Background: an optimization exercise with open tools, aiming at small area and a short achievable clock period. Do not read the settings as production practice. In this exercise RTL edits were held to simulation tests only and were not proved equivalent to the original. The clock port is modelled as an ideal driver; clocking choices that lean on that would not hold on a real chip. No activity file was given, so power comes from the tool's default toggle rates.

==> inputs of maple <==
// top_module
module top_module(
    input clk,
    input rst,
    input [15:0] sw,
    input btnC,
    output reg [6:0] seg,
    output reg [3:0] an,
    output reg bitti,
    output [1:0] p
    );
==> module top_module, before the edit <==
module top_module(
    input clk,
    input rst,
    input [15:0] sw,
    input btnC,
    output reg [6:0] seg,
    output reg [3:0] an,
    output reg bitti,
    output [1:0] p
    );
    reg btnC_prev;
    reg s0, sira, p0, p1;
    reg s1;              
    reg arm;             
    reg [15:0] sayi0, sayi1;
    reg [15:0] m;
    assign p = {p1, p0};
    wire gir = btnC & ~btnC_prev;
    wire cmp = btnC & arm;
    wire [15:0] tah_n = ~(sw & {16{s1}});
    wire [15:0] sa;
    mux16 smux(.sel(sira), .a(sayi0), .b(sayi1), .y(sa));
    wire [15:0] m_n;
    match_matrix mm(.g_n(tah_n), .s(sa), .m(m_n));
    always @(posedge clk) begin
        if (rst) begin
            btnC_prev <= 1'b0;
            s0 <= 1'b0;
            p0 <= 1'b1;
            s1 <= 1'b0;
            sira <= 1'b0;
            p1 <= 1'b1;
            arm <= 1'b0;
        end else begin
            btnC_prev <= btnC;
            arm <= ~btnC & s0 & ~bitti;
            if (gir) begin
                s0 <= 1'b1;
                if (s0) begin
                    p0 <= 1'b0;
                    s1 <= 1'b1;
                end
                sira <= ~sira;
            end
            if (cmp) p1 <= ~sira;
        end
    end
    wire win = btnC & arm & ~rst;
    wire bitti_n;
    win_set ws(.keep(bitti & ~rst), .win(win), .d({m_n[15], m_n[10], m_n[5], m_n[0]}), .y(bitti_n));
    always @(posedge clk)
        bitti <= bitti_n;
    always @(posedge clk) begin
        if (!s0) sayi0 <= sw;
        if (!s1) sayi1 <= sw;
        if (cmp) m <= m_n;
    end
    wire [3:0] v;
    digit_sel ds(.m(m), .s1(s1), .an(an), .v(v));
    wire [6:0] seg_n;
    hex7 hx(.v(v), .seg(seg_n));
    always @(posedge clk) begin
        if (rst) begin
            an <= 4'b1111;
            seg <= 7'b000_0000;
        end else begin
            an <= {an[2:0], an[3] & ~&an[2:0]};
            seg <= seg_n;
        end
    end
endmodule
==> module digit_sel, before the edit <==
module digit_sel(
    input [15:0] m,
    input s1,
    input [3:0] an,
    output reg [3:0] v
    );
    function [1:0] fa(input x, input y, input z);
        fa = {(x & y) | (x & z) | (y & z), x ^ y ^ z};
    endfunction
    wire [1:0] d0 = fa(m[0], m[5], m[10]);
    wire b0 = d0[0] ^ m[15];
    wire e0 = d0[0] & m[15];
    wire [2:0] bull = {d0[1] & e0, d0[1] ^ e0, b0};
    wire [1:0] f0 = fa(m[1], m[2], m[3]);
    wire [1:0] f1 = fa(m[4], m[6], m[7]);
    wire [1:0] f2 = fa(m[8], m[9], m[11]);
    wire [1:0] f3 = fa(m[12], m[13], m[14]);
    wire [1:0] g0 = fa(f0[0], f1[0], f2[0]);
    wire [1:0] g1 = fa(f0[1], f1[1], f2[1]);
    wire c0 = g0[0] ^ f3[0];
    wire k0 = g0[0] & f3[0];
    wire [1:0] g2 = fa(g0[1], g1[0], f3[1]);
    wire c1, k1, h, c2, c3;
    g_xor2 x1(.a(g2[0]), .b(k0), .y(c1));
    g_and2 a1(.a(g2[0]), .b(k0), .y(k1));
    g_xor2 x2(.a(g1[1]), .b(g2[1]), .y(h));
    g_xor2 x3(.a(h), .b(k1), .y(c2));
    g_maj3 j3(.a(g1[1]), .b(g2[1]), .c(k1), .y(c3));
    wire [3:0] cow = {c3, c2, c1, c0};
    always @(*)
        if (!an[0]) v = 4'hC;
        else if (!an[1]) v = s1 ? {1'b0, bull} : 4'h0;
        else if (!an[2]) v = 4'hB;
        else v = s1 ? cow : 4'h0;
endmodule
==> module win_set, before the edit <==
module win_set(
    input keep,
    input win,
    input [3:0] d,
    output y
    );
    wire nd;
    g_nand4 n(.a(d), .y(nd));
    g_o21ai o(.a1(~win), .a2(nd), .b1(~keep), .y(y));
endmodule
==> module g_xor2, before the edit <==
module g_xor2(input a, input b, output y);
    assign y = a ^ b;
endmodule
==> module g_and2, before the edit <==
module g_and2(input a, input b, output y);
    assign y = a & b;
endmodule
==> module g_maj3, before the edit <==
module g_maj3(input a, input b, input c, output y);
    assign y = (a & b) | (a & c) | (b & c);
endmodule
==> module g_nand4, before the edit <==
module g_nand4(input [3:0] a, output y);
    assign y = ~&a;
endmodule
==> module g_o21ai, before the edit <==
module g_o21ai(input a1, input a2, input b1, output y);
    assign y = ~((a1 | a2) & b1);
endmodule
==> module match_matrix, before the edit <==
module match_matrix(
    input [15:0] g_n,
    input [15:0] s,
    output [15:0] m
    );
    genvar i, j;
    generate
        for (i = 0; i < 4; i = i + 1) begin : gi
            for (j = 0; j < 4; j = j + 1) begin : gj
                eq4 e(.a_n(g_n[4*i +: 4]), .b(s[4*j +: 4]), .y(m[4*i+j]));
            end
        end
    endgenerate
endmodule
==> module eq4, before the edit <==
module eq4(
    input [3:0] a_n,
    input [3:0] b,
    output y
    );
    assign y = a_n == ~b;
endmodule
==> flow/config.mk <==
export PLATFORM = sky130hd
export DESIGN_NAME = top_module
export DESIGN_NICKNAME = top_module
export VERILOG_FILES = /design/flow/design.v
export SDC_FILE = /design/flow/constraint.sdc
export NUM_CORES = 4
export LEC_CHECK = 0
export ABC_AREA = 0
export CAP_MARGIN = 20
export CORE_MARGIN = 2
export CORE_UTILIZATION = 70
export SLEW_MARGIN = 20
export SYNTH_HIERARCHICAL = 1
==> flow/constraint.sdc <==
create_clock -name core_clock -period 12.5 [get_ports {clk}]
set_input_delay 2.5000 -clock core_clock [delete_from_list [all_inputs] [get_ports {clk}]]
set_output_delay 2.5000 -clock core_clock [all_outputs]
set_load 0.01 [all_outputs]
standard.sh (not shown) runs the stock make flow with config.mk's settings and CLKGATE_MAP_FILE= SYNTH_SCRIPT=/design/flow/synth_recipe.tcl, a recipe that flattens the netlist after the stock synthesis.
==> flow/flow/run.sh <==
#!/bin/bash
# ORFS layout with plain buffers on the ports, a small clock tree, and after
# clock tree synthesis a resizing pass (flow/post_cts.tcl) that trades slack
# for area and then sizes the critical paths up to a tighter target.
set -euo pipefail
here=$(pwd)
bash standard.sh synth > synth.log 2>&1
bash standard.sh \
  "BUFFER_PORTS_ARGS=-buffer_cell sky130_fd_sc_hd__buf_1" \
  "CTS_ARGS=-sink_clustering_enable -repair_clock_nets -dont_use_dummy_load" \
  "POST_CTS_TCL=$here/flow/post_cts.tcl" \
  finish > layout.log 2>&1
==> flow/flow/downsize.tcl <==
# greedy downsizing: each cell to the smallest same-function cell that keeps
# the worst setup slack at or above the floor and adds no slew/cap violation
proc my_downsize {floor} {
  set n 0
  foreach inst [get_cells *] {
    set ref [get_property $inst ref_name]
    if {![regexp {^(sky130_fd_sc_hd__[a-z0-9]+)_([0-9]+)$} $ref -> base size]} { continue }
    if {[string match "*clkbuf*" $base] || [string match "*dfxtp*" $base] || [string match "*edfxtp*" $base]} { continue }
    if {[string match "*buf*" $base] && [regexp {^(input|output)} [get_property $inst full_name]]} { continue }
    set lcs [get_lib_cells -quiet $ref]
    if {[llength $lcs] == 0} { continue }
    set cur_area [get_property [lindex $lcs 0] area]
    set cands {}
    foreach lc [get_lib_cells ${base}_*] {
      set nm [get_property $lc name]
      if {![regexp "^${base}_(\[0-9\]+)\$" $nm]} { continue }
      set a [get_property $lc area]
      if {$a < $cur_area} { lappend cands [list $a $nm] }
    }
    foreach c [lsort -real -index 0 $cands] {
      set nm [lindex $c 1]
      replace_cell $inst $nm
      if {[worst_slack -max] >= $floor && [sta::max_slew_violation_count] == 0 && [sta::max_capacitance_violation_count] == 0} {
        incr n
        set ref $nm
        break
      }
      replace_cell $inst $ref
    }
  }
  return $n
}

# the largest early or late slew, either edge, at any flip-flop clock pin
proc my_clock_slew {} {
  set w 0
  foreach pin [all_registers -clock_pins -edge_triggered] {
    foreach e {rise fall} {
      set s [get_property $pin slew_max_$e]
      if {$s > $w} { set w $s }
    }
  }
  return $w
}

# clock buffers to a smaller size where the clock-pin slew stays under
# max_slew and the worst setup and hold slacks stay at or above the floors
proc my_downsize_clock {floor max_slew} {
  set n 0
  foreach inst [get_cells *] {
    set ref [get_property $inst ref_name]
    if {![regexp {^sky130_fd_sc_hd__clkbuf_([0-9]+)$} $ref -> size]} { continue }
    foreach cand {sky130_fd_sc_hd__clkbuf_2 sky130_fd_sc_hd__clkbuf_4} {
      regexp {_([0-9]+)$} $cand -> csize
      if {$csize >= $size} { continue }
      replace_cell $inst $cand
      if {[worst_slack -max] >= $floor && [worst_slack -min] >= 0.1 && [my_clock_slew] <= $max_slew
          && [sta::max_slew_violation_count] == 0 && [sta::max_capacitance_violation_count] == 0} {
        incr n
        set ref $cand
        set size $csize
        break
      }
      replace_cell $inst $ref
    }
  }
  return $n
}
==> flow/flow/margin.txt <==
9.2
Other scripts of this flow, unchanged in this note and not shown: flow/flow/post_cts.tcl
==> inputs of zinc, as changes to maple <==
--- a/flow/design.v
+++ b/flow/design.v
@@ -47,10 +47,8 @@
         end
     end
     wire win = btnC & arm & ~rst;
-    wire bitti_n;
-    win_set ws(.keep(bitti & ~rst), .win(win), .d({m_n[15], m_n[10], m_n[5], m_n[0]}), .y(bitti_n));
     always @(posedge clk)
-        bitti <= bitti_n;
+        bitti <= (bitti & ~rst) | (win & m_n[0] & m_n[5] & m_n[10] & m_n[15]);
     always @(posedge clk) begin
         if (!s0) sayi0 <= sw;
         if (!s1) sayi1 <= sw;
@@ -121,13 +119,10 @@
     wire c0 = g0[0] ^ f3[0];
     wire k0 = g0[0] & f3[0];
     wire [1:0] g2 = fa(g0[1], g1[0], f3[1]);
-    wire c1, k1, h, c2, c3;
-    g_xor2 x1(.a(g2[0]), .b(k0), .y(c1));
-    g_and2 a1(.a(g2[0]), .b(k0), .y(k1));
-    g_xor2 x2(.a(g1[1]), .b(g2[1]), .y(h));
-    g_xor2 x3(.a(h), .b(k1), .y(c2));
-    g_maj3 j3(.a(g1[1]), .b(g2[1]), .c(k1), .y(c3));
-    wire [3:0] cow = {c3, c2, c1, c0};
+    wire c1 = g2[0] ^ k0;
+    wire k1 = g2[0] & k0;
+    wire [1:0] g3 = fa(g1[1], g2[1], k1);
+    wire [3:0] cow = {g3[1], g3[0], c1, c0};
     always @(*)
         if (!an[0]) v = 4'hC;
         else if (!an[1]) v = s1 ? {1'b0, bull} : 4'h0;
@@ -146,28 +141,3 @@
     assign seg[5] = (v[3] & v[2]) | (v[2] & v[1] & ~v[0]) | (v[3] & v[1] & v[0]) | (v[2] & ~v[1] & v[0]);
     assign seg[6] = (v[3] & v[1] & v[0]) | (~v[3] & v[2] & ~v[1] & ~v[0]) | (~v[3] & ~v[2] & ~v[1] & v[0]);
 endmodule
-module win_set(
-    input keep,
-    input win,
-    input [3:0] d,
-    output y
-    );
-    wire nd;
-    g_nand4 n(.a(d), .y(nd));
-    g_o21ai o(.a1(~win), .a2(nd), .b1(~keep), .y(y));
-endmodule
-module g_xor2(input a, input b, output y);
-    assign y = a ^ b;
-endmodule
-module g_and2(input a, input b, output y);
-    assign y = a & b;
-endmodule
-module g_maj3(input a, input b, input c, output y);
-    assign y = (a & b) | (a & c) | (b & c);
-endmodule
-module g_nand4(input [3:0] a, output y);
-    assign y = ~&a;
-endmodule
-module g_o21ai(input a1, input a2, input b1, output y);
-    assign y = ~((a1 | a2) & b1);
-endmodule
==> flow/flow/margin.txt (replaced) <==
9.05
==> inputs of amber, as changes to maple <==
==> flow/design.v (replaced) <==
`timescale 1ns / 1ps
module top_module(
    input clk,
    input rst,
    input [15:0] sw,
    input btnC,
    output reg [6:0] seg,
    output reg [3:0] an,
    output reg bitti,
    output [1:0] p
    );
    reg btnC_prev;
    reg s0, sira, p0, p1;
    reg s1;              
    reg arm;             
    reg [15:0] sayi0, sayi1;
    reg [15:0] m;
    assign p = {p1, p0};
    wire gir = btnC & ~btnC_prev;
    wire cmp = btnC & arm;
    wire [15:0] tah = sw & {16{s1}};
    wire [15:0] sa;
    mux16 smux(.sel(sira), .a(sayi0), .b(sayi1), .y(sa));
    wire [15:0] m_n;
    match_matrix mm(.g(tah), .s(sa), .m(m_n));
    always @(posedge clk) begin
        if (rst) begin
            btnC_prev <= 1'b0;
            s0 <= 1'b0;
            p0 <= 1'b1;
            s1 <= 1'b0;
            sira <= 1'b0;
            p1 <= 1'b1;
            bitti <= 1'b0;
            arm <= 1'b0;
        end else begin
            btnC_prev <= btnC;
            arm <= ~btnC & s0 & ~bitti;
            if (gir) begin
                s0 <= 1'b1;
                if (s0) begin
                    p0 <= 1'b0;
                    s1 <= 1'b1;
                end
                sira <= ~sira;
            end
            if (cmp) begin
                p1 <= ~sira;
                if (m_n[0] & m_n[5] & m_n[10] & m_n[15]) bitti <= 1'b1;
            end
        end
    end
    always @(posedge clk) begin
        if (!s0) sayi0 <= sw;
        if (!s1) sayi1 <= sw;
        if (cmp) m <= m_n;
    end
    wire [3:0] v;
    digit_sel ds(.m(m), .s1(s1), .an(an), .v(v));
    wire [6:0] seg_n;
    hex7 hx(.v(v), .seg(seg_n));
    always @(posedge clk) begin
        if (rst) begin
            an <= 4'b1111;
            seg <= 7'b000_0000;
        end else begin
            an <= {an[2:0], an[3] & ~&an[2:0]};
            seg <= seg_n;
        end
    end
endmodule
module mux16(
    input sel,
    input [15:0] a,
    input [15:0] b,
    output [15:0] y
    );
    assign y = sel ? a : b;
endmodule
module match_matrix(
    input [15:0] g,
    input [15:0] s,
    output [15:0] m
    );
    genvar i, j;
    generate
        for (i = 0; i < 4; i = i + 1) begin : gi
            for (j = 0; j < 4; j = j + 1) begin : gj
                eq4 e(.a(g[4*i +: 4]), .b(s[4*j +: 4]), .y(m[4*i+j]));
            end
        end
    endgenerate
endmodule
module eq4(
    input [3:0] a,
    input [3:0] b,
    output y
    );
    assign y = a == b;
endmodule
module digit_sel(
    input [15:0] m,
    input s1,
    input [3:0] an,
    output reg [3:0] v
    );
    function [1:0] fa(input x, input y, input z);
        fa = {(x & y) | (x & z) | (y & z), x ^ y ^ z};
    endfunction
    wire [2:0] bull = m[0] + m[5] + m[10] + m[15];
    wire [1:0] r0 = fa(m[1], m[2], m[3]);
    wire [1:0] r1 = fa(m[4], m[6], m[7]);
    wire [1:0] r2 = fa(m[8], m[9], m[11]);
    wire [1:0] r3 = fa(m[12], m[13], m[14]);
    wire [2:0] ss = (r0[0] + r1[0]) + (r2[0] + r3[0]);
    wire [2:0] sc = (r0[1] + r1[1]) + (r2[1] + r3[1]);
    wire [3:0] cow = ss + {sc, 1'b0};
    always @(*)
        if (!an[0]) v = 4'hC;
        else if (!an[1]) v = s1 ? {1'b0, bull} : 4'h0;
        else if (!an[2]) v = 4'hB;
        else v = s1 ? cow : 4'h0;
endmodule
module hex7(
    input [3:0] v,
    output [6:0] seg
    );
    assign seg[0] = (~v[3] & ~v[2] & ~v[1]) | (v[3] & v[2]) | (v[2] & v[1] & v[0]);
    assign seg[1] = (~v[3] & ~v[2] & v[0]) | (~v[3] & ~v[2] & v[1]) | (~v[3] & v[1] & v[0]);
    assign seg[2] = (~v[3] & v[0]) | (~v[1] & v[0]) | (~v[3] & v[2] & ~v[1]);
    assign seg[3] = (v[3] & v[1] & ~v[0]) | (v[2] & v[1] & v[0]) | (~v[3] & v[2] & ~v[1] & ~v[0]) | (~v[3] & ~v[2] & ~v[1] & v[0]);
    assign seg[4] = (v[3] & v[2]) | (~v[3] & ~v[2] & v[1] & ~v[0]);
    assign seg[5] = (v[3] & v[2]) | (v[2] & v[1] & ~v[0]) | (v[3] & v[1] & v[0]) | (v[2] & ~v[1] & v[0]);
    assign seg[6] = (v[3] & v[1] & v[0]) | (~v[3] & v[2] & ~v[1] & ~v[0]) | (~v[3] & ~v[2] & ~v[1] & v[0]);
endmodule
==> flow/flow/run.sh (replaced) <==
#!/bin/bash
# ORFS layout with plain buffers on the ports, a small clock tree, and after
# clock tree synthesis a resizing pass (flow/post_cts.tcl) that trades slack
# for area and then sizes the critical paths up to a tighter target; the
# same again after global routing (flow/post_grt.tcl).
set -euo pipefail
here=$(pwd)
bash standard.sh synth > synth.log 2>&1
bash standard.sh \
  "BUFFER_PORTS_ARGS=-buffer_cell sky130_fd_sc_hd__buf_1" \
  "CTS_ARGS=-sink_clustering_enable -repair_clock_nets -dont_use_dummy_load" \
  "POST_CTS_TCL=$here/flow/post_cts.tcl" \
  "POST_GLOBAL_ROUTE_TCL=$here/flow/post_grt.tcl" \
  finish > layout.log 2>&1
--- a/flow/flow/downsize.tcl
+++ b/flow/flow/downsize.tcl
@@ -30,39 +30,3 @@
   }
   return $n
 }
-
-# the largest early or late slew, either edge, at any flip-flop clock pin
-proc my_clock_slew {} {
-  set w 0
-  foreach pin [all_registers -clock_pins -edge_triggered] {
-    foreach e {rise fall} {
-      set s [get_property $pin slew_max_$e]
-      if {$s > $w} { set w $s }
-    }
-  }
-  return $w
-}
-
-# clock buffers to a smaller size where the clock-pin slew stays under
-# max_slew and the worst setup and hold slacks stay at or above the floors
-proc my_downsize_clock {floor max_slew} {
-  set n 0
-  foreach inst [get_cells *] {
-    set ref [get_property $inst ref_name]
-    if {![regexp {^sky130_fd_sc_hd__clkbuf_([0-9]+)$} $ref -> size]} { continue }
-    foreach cand {sky130_fd_sc_hd__clkbuf_2 sky130_fd_sc_hd__clkbuf_4} {
-      regexp {_([0-9]+)$} $cand -> csize
-      if {$csize >= $size} { continue }
-      replace_cell $inst $cand
-      if {[worst_slack -max] >= $floor && [worst_slack -min] >= 0.1 && [my_clock_slew] <= $max_slew
-          && [sta::max_slew_violation_count] == 0 && [sta::max_capacitance_violation_count] == 0} {
-        incr n
-        set ref $cand
-        set size $csize
-        break
-      }
-      replace_cell $inst $ref
-    }
-  }
-  return $n
-}
==> flow/flow/margin.txt (replaced) <==
9.1
==> flow/flow/post_grt.tcl (new file) <==
# Runs at the end of ORFS's global route step (POST_GLOBAL_ROUTE_TCL): the
# same resizing as post_cts.tcl, now with global-route parasitics, then the
# changed nets are routed again.
set here [file dirname [info script]]
source [file join $here downsize.tcl]
set fp [open [file join $here margin.txt]]
set margin [string trim [read $fp]]
close $fp
set_propagated_clock [all_clocks]
estimate_parasitics -global_routing
puts "post_grt: worst slack before [worst_slack -max]"
global_route -start_incremental
repair_timing -setup -setup_margin $margin -skip_last_gasp
set ws [worst_slack -max]
puts "post_grt: worst slack after repair $ws"
puts "post_grt: downsized [my_downsize [expr {min($ws, $margin)}]] cells"
repair_timing -setup -setup_margin $margin -skip_last_gasp
repair_timing -hold
detailed_placement
global_route -end_incremental
check_placement -verbose
estimate_parasitics -global_routing
puts "post_grt: worst slack final [worst_slack -max] hold [worst_slack -min]"
- CORE_UTILIZATION: 70 -> 65
==> results by group <==
Outcome
  – Status: complete, no violations

Finish
  – Nets: between 300 and 400
  – Post-route cell area: 4030 um^2

Critical path
  – Worst Path Required: 12.69 ns

Floorplanning
  – Row count: 27

Routing
  – Metal2 WL: 3210 um
Source of the figures above: amber

==> results by group <==
Finish
  – Nets: about 360
  – Post-route cell area: 3900 um^2

Routing
  – Metal2 WL: 3450 um
  – Via/cell ratio: 5.65

Synth
  – Synth Net Count: approximately 310

STA
  – Slew HR: 44.7%

Floorplanning
  – Row count: 25

Global routing
  – Met1 usage: 36.0%

Critical path
  – Flop-to-flop setup slack: between 9 and 10 ns
  – Worst Path Required: 12.57 ns

Outcome
  – Status: complete, no violations

Pwr
  – Sw Pwr: 0.128 mW
Source of the figures above: maple

==> results by group <==
Finish
  – Post-route cell area: 3780 um^2
  – Nets: 348
  – Non-Filler Instances: roughly 380

Floorplanning
  – Row count: 25
  – Io pins: 33

STA
  – PnR worst setup slack: between 8 and 9 ns

Outcome
  – Status: complete, no violations

Critical path
  – Worst Path Required: 12.79 ns

Routing
  – Metal2 WL: ~3100 um
Source of the figures above: zinc

## separate check: timing with driven ports
The results above use ideal ports. As a check the final layouts listed here were re-extracted and re-timed, cells and wires unchanged.
Step 1, drivers: a clkbuf_16 drives clk and a buf_2 each remaining input, both assumed.
Step 2 times the ports against the registers' clock, not the clock port: input delays grow and output delays shrink by t, the midpoint of the rising clock arrivals with the driver on.
Slacks: no drivers / after step 1 / after step 2; pairs: no drivers / after step 1.
| run | t (ns) | slack for setup (ns) | clock arrival spread, ns |
|---|---|---|---|
| maple | 0.368 | 9.066 / 9.075 / 8.706 | 0.025 / 0.025 |
| zinc | 0.362 | 8.948 / 8.948 / 8.599 | 0.021 / 0.021 |
| amber | 0.354 | 9.023 / 9.029 / 8.675 | 0.014 / 0.014 |
After both steps setup and hold are still met in every run listed. The setup slack of maple, which loses most, moves by +0.009 ns with the drivers and by -0.360 ns with both steps.
